Source: an optimization exercise on an open RTL-to-GDS flow (aim: small area and a short achievable clock period). Production flows keep margins and buffers that such runs may drop. Only simulation tests tie the RTL to the original design; equivalence was not proved.

==> flow/design.v (excerpt) <==
module glb_segment #
(
    parameter H_DISP            = 12'd160       ,
    parameter V_DISP            = 12'd120
)
(
    input   wire                clk             ,
    input   wire                rst_n           ,
    input   wire                Y_hsync         ,
    input   wire                Y_vsync         ,
    input   wire    [ 7:0]      Y_data          ,
    input   wire                Y_de            ,
    output  wire                segment_hsync     ,
    output  wire                segment_vsync     ,
    output  wire    [ 7:0]      segment_data      ,
    output  wire                segment_de
);
Settings: LEC_CHECK=0, CAP_MARGIN=20, CORE_MARGIN=2, CORE_UTILIZATION=45, PLACE_DENSITY=0.6, SLEW_MARGIN=20; clock period 120.0 ns.
standard.sh (not shown) runs the stock make flow with config.mk's settings and CLKGATE_MAP_FILE= SYNTH_SCRIPT=/design/flow/synth_recipe.tcl, a recipe that flattens the netlist after the stock synthesis.
==> flow/flow/run.sh <==
#!/bin/bash
# Layout flow: the standard synthesis, then the combinational logic of
# its netlist is re-mapped for area by ABC (every flip-flop instance is kept
# as the standard synthesis made it, but the mask register gets a stronger
# drive; three ABC runs with different seeds, the smallest result is used), then the standard ORFS flow from floorplan
# to finish with two changes:
#  - ports are buffered with PORT_BUF instead of the default delay buffer;
#  - CTS inserts no dummy loads and uses clkbuf_8 buffers.
# Each tool writes its full output to a log file in this folder (and ORFS
# keeps its per-step logs under orfs/logs).
set -euo pipefail
HERE=$(pwd)
R=$HERE/orfs/results/sky130hd/glb_segment/base
YOSYS=$FLOW_HOME/../tools/install/yosys/bin/yosys
[[ -x $YOSYS ]] || YOSYS=yosys
PORT_BUF=sky130_fd_sc_hd__buf_1

bash standard.sh synth > log_synth.txt 2>&1

cp $R/1_2_yosys.v $HERE/std_1_2_yosys.v
export LIB=$FLOW_HOME/platforms/sky130hd/lib/sky130_fd_sc_hd__tt_025C_1v80.lib
export DONT_USE_CELLS="$(cat $HERE/flow/dontuse.txt)"
export IN_V=$HERE/std_1_2_yosys.v
export FF_RESIZE="seg* sky130_fd_sc_hd__dfrtp_4 hso* sky130_fd_sc_hd__dfrtp_2 vso* sky130_fd_sc_hd__dfrtp_2 deo* sky130_fd_sc_hd__dfrtp_2"
SCRIPTS=(
  "+strash;&get,-n;&deepsyn,-T,40,-S,1;&put;dch,-f;amap"
  "+strash;&get,-n;&deepsyn,-T,30,-S,1;&put;dch,-f;amap;strash;&get,-n;&deepsyn,-T,30,-S,2;&put;dch,-f;amap"
  "+strash;&get,-n;&deepsyn,-T,30,-S,3;&put;dch,-f;amap;strash;&get,-n;&deepsyn,-T,30,-S,5;&put;dch,-f;amap"
)
for s in 1 2 3; do
  mkdir -p $HERE/resyn_$s
  ( OUT_V=$HERE/resyn_$s/1_2_yosys.v OUT_DIR=$HERE/resyn_$s \
    ABC_OPTS="-script ${SCRIPTS[$((s-1))]}" \
    $YOSYS -c $HERE/flow/resyn.tcl > $HERE/resyn_$s/log_resyn.txt 2>&1 || true ) &
done
wait
best=""; besta=""
for s in 1 2 3; do
  f=$HERE/resyn_$s/post_stat.txt
  [[ -s $HERE/resyn_$s/1_2_yosys.v && -f $f ]] || continue
  a=$(awk '/Chip area/ {print $NF}' $f)
  if [[ -z "$besta" ]] || awk -v a=$a -v b=$besta 'BEGIN{exit !(a<b)}'; then best=$s; besta=$a; fi
done
echo "resyn choice: ${best:-none} area ${besta:-n/a}" > log_resyn_choice.txt
if [[ -n "$best" ]]; then
  cp $HERE/resyn_$best/1_2_yosys.v $R/1_2_yosys.v
  rm -f $R/1_synth.odb $R/1_synth.sdc
fi

bash standard.sh \
  "BUFFER_PORTS_ARGS=-buffer_cell $PORT_BUF" \
  "CTS_ARGS=-sink_clustering_enable -repair_clock_nets -dont_use_dummy_load -buf_list sky130_fd_sc_hd__clkbuf_8" \
  finish > log_finish.txt 2>&1
==> flow/flow/resyn.tcl <==
# Re-map the combinational logic of the standard synthesis netlist.
# Every flip-flop instance (name, cell type, connections) is kept.
yosys -import
set lib $::env(LIB)
set dontuse {}
foreach c $::env(DONT_USE_CELLS) { lappend dontuse -dont_use $c }
read_liberty -ignore_miss_func $lib
read_verilog -defer $::env(IN_V)
hierarchy -top glb_segment
# keep sequential cells as instances
setattr -mod -set keep_hierarchy 1 {sky130_fd_sc_hd__df*} {sky130_fd_sc_hd__edf*} {sky130_fd_sc_hd__sdf*} {sky130_fd_sc_hd__dl*} {sky130_fd_sc_hd__conb_1}
flatten
opt_clean -purge
tee -o $::env(OUT_DIR)/pre_stat.txt stat
opt -full
abc -liberty $lib {*}$dontuse {*}$::env(ABC_OPTS)
opt_clean -purge
# drive strength of chosen flip-flops (same cell type, stronger output)
if {[info exists ::env(FF_RESIZE)]} {
  foreach {pat cell} $::env(FF_RESIZE) { chtype -set $cell c:$pat }
}
hilomap -singleton -hicell sky130_fd_sc_hd__conb_1 HI -locell sky130_fd_sc_hd__conb_1 LO
insbuf -buf sky130_fd_sc_hd__buf_4 A X
splitnets
opt_clean -purge
blackbox =A:keep_hierarchy
select -module glb_segment
tee -o $::env(OUT_DIR)/post_stat.txt stat -liberty $lib
select -clear
write_verilog -noattr -nohex -nodec -selected $::env(OUT_V)
Other scripts of this flow, unchanged in this note and not shown: flow/flow/dontuse.txt
The starting point finished with timing, DRC and antenna clean.
Change:
--- a/flow/flow/run.sh
+++ b/flow/flow/run.sh
@@ -2,6 +2,6 @@
 # Layout flow: the standard synthesis, then the combinational logic of
 # its netlist is re-mapped for area by ABC (every flip-flop instance is kept
-# as the standard synthesis made it, but the mask register gets a stronger
-# drive; three ABC runs with different seeds, the smallest result is used), then the standard ORFS flow from floorplan
+# as the standard synthesis made it; three ABC runs with different seeds,
+# the smallest result is used), then the standard ORFS flow from floorplan
 # to finish with two changes:
 #  - ports are buffered with PORT_BUF instead of the default delay buffer;
@@ -22,14 +22,8 @@
 export DONT_USE_CELLS="$(cat $HERE/flow/dontuse.txt)"
 export IN_V=$HERE/std_1_2_yosys.v
-export FF_RESIZE="seg* sky130_fd_sc_hd__dfrtp_4 hso* sky130_fd_sc_hd__dfrtp_2 vso* sky130_fd_sc_hd__dfrtp_2 deo* sky130_fd_sc_hd__dfrtp_2"
-SCRIPTS=(
-  "+strash;&get,-n;&deepsyn,-T,40,-S,1;&put;dch,-f;amap"
-  "+strash;&get,-n;&deepsyn,-T,30,-S,1;&put;dch,-f;amap;strash;&get,-n;&deepsyn,-T,30,-S,2;&put;dch,-f;amap"
-  "+strash;&get,-n;&deepsyn,-T,30,-S,3;&put;dch,-f;amap;strash;&get,-n;&deepsyn,-T,30,-S,5;&put;dch,-f;amap"
-)
 for s in 1 2 3; do
   mkdir -p $HERE/resyn_$s
   ( OUT_V=$HERE/resyn_$s/1_2_yosys.v OUT_DIR=$HERE/resyn_$s \
-    ABC_OPTS="-script ${SCRIPTS[$((s-1))]}" \
+    ABC_OPTS="-script +strash;&get,-n;&deepsyn,-T,40,-S,$s;&put;dch,-f;amap" \
     $YOSYS -c $HERE/flow/resyn.tcl > $HERE/resyn_$s/log_resyn.txt 2>&1 || true ) &
 done
--- a/flow/flow/resyn.tcl
+++ b/flow/flow/resyn.tcl
@@ -16,8 +16,4 @@
 abc -liberty $lib {*}$dontuse {*}$::env(ABC_OPTS)
 opt_clean -purge
-# drive strength of chosen flip-flops (same cell type, stronger output)
-if {[info exists ::env(FF_RESIZE)]} {
-  foreach {pat cell} $::env(FF_RESIZE) { chtype -set $cell c:$pat }
-}
 hilomap -singleton -hicell sky130_fd_sc_hd__conb_1 HI -locell sky130_fd_sc_hd__conb_1 LO
 insbuf -buf sky130_fd_sc_hd__buf_4 A X
Result: The changed run passed the timing, DRC and antenna checks; area after synthesis stays flat; routed wire length went down by 0.45%; via count goes down by 1.8%; register-to-register slack improves by 0.54 ns; fmax climbs by 1.2%.
Change:
--- a/flow/flow/run.sh
+++ b/flow/flow/run.sh
@@ -14,5 +14,5 @@
 YOSYS=$FLOW_HOME/../tools/install/yosys/bin/yosys
 [[ -x $YOSYS ]] || YOSYS=yosys
-PORT_BUF=sky130_fd_sc_hd__buf_1
+PORT_BUF=sky130_fd_sc_hd__buf_2
 
 bash standard.sh synth > log_synth.txt 2>&1
=> Wire length rises by 0.47%. Via count rises by 0.93%. Utilization rises by 0.26 points. Design area rises by 0.52%. Area after synthesis stays the same. Cell count stays the same. Worst setup slack gets better by 0.065 ns.
Change:
--- a/flow/flow/run.sh
+++ b/flow/flow/run.sh
@@ -14,5 +14,5 @@
 YOSYS=$FLOW_HOME/../tools/install/yosys/bin/yosys
 [[ -x $YOSYS ]] || YOSYS=yosys
-PORT_BUF=sky130_fd_sc_hd__buf_2
+PORT_BUF=sky130_fd_sc_hd__buf_1
 
 bash standard.sh synth > log_synth.txt 2>&1
@@ -45,3 +45,4 @@
   "BUFFER_PORTS_ARGS=-buffer_cell $PORT_BUF" \
   "CTS_ARGS=-sink_clustering_enable -repair_clock_nets -dont_use_dummy_load -buf_list sky130_fd_sc_hd__clkbuf_8" \
+  "SETUP_SLACK_MARGIN=95.2" \
   finish > log_finish.txt 2>&1
Result: The new run finished clean; fmax stays flat; hold slack is better by 0.016 ns; design area stays flat; flip-flop and latch count is unchanged; routed wire length barely changes; area after synthesis does not change; die area stays the same.

static timing again, ports no longer ideal:
Ports are ideal in the flow. The routed layouts listed here were re-timed in OpenROAD.
Step 1 (the two cells are an assumption about what drives the block):
set clk [get_ports {clk}]
set_driving_cell -lib_cell sky130_fd_sc_hd__clkbuf_16 $clk
set_driving_cell -lib_cell sky130_fd_sc_hd__buf_2 [delete_from_list [all_inputs] $clk]
Step 2 times the ports against the registers' clock, not the clock port: input delays grow and output delays shrink by t, the midpoint of the rising clock arrivals with the driver on.
Slacks: ideal / step 1 / step 2; pairs: ideal / step 1.
run	t, ns	setup WS [ns]	clock arrival spread, ns	worst slew at a driven data input, ns
the first run	0.397	94.662 / 94.674 / 94.277	0.026 / 0.026	0.04
the second run	0.406	94.960 / 94.926 / 94.814	0.023 / 0.023	0.03
the third run	0.399	95.025 / 94.992 / 94.818	0.015 / 0.015	0.03
the fourth run	0.407	95.005 / 94.971 / 94.831	0.030 / 0.029	0.04
After both steps every run listed still meets setup and hold. For the first run, which loses most, drivers alone change the setup slack by +0.012 ns; drivers and shift together by -0.385 ns.
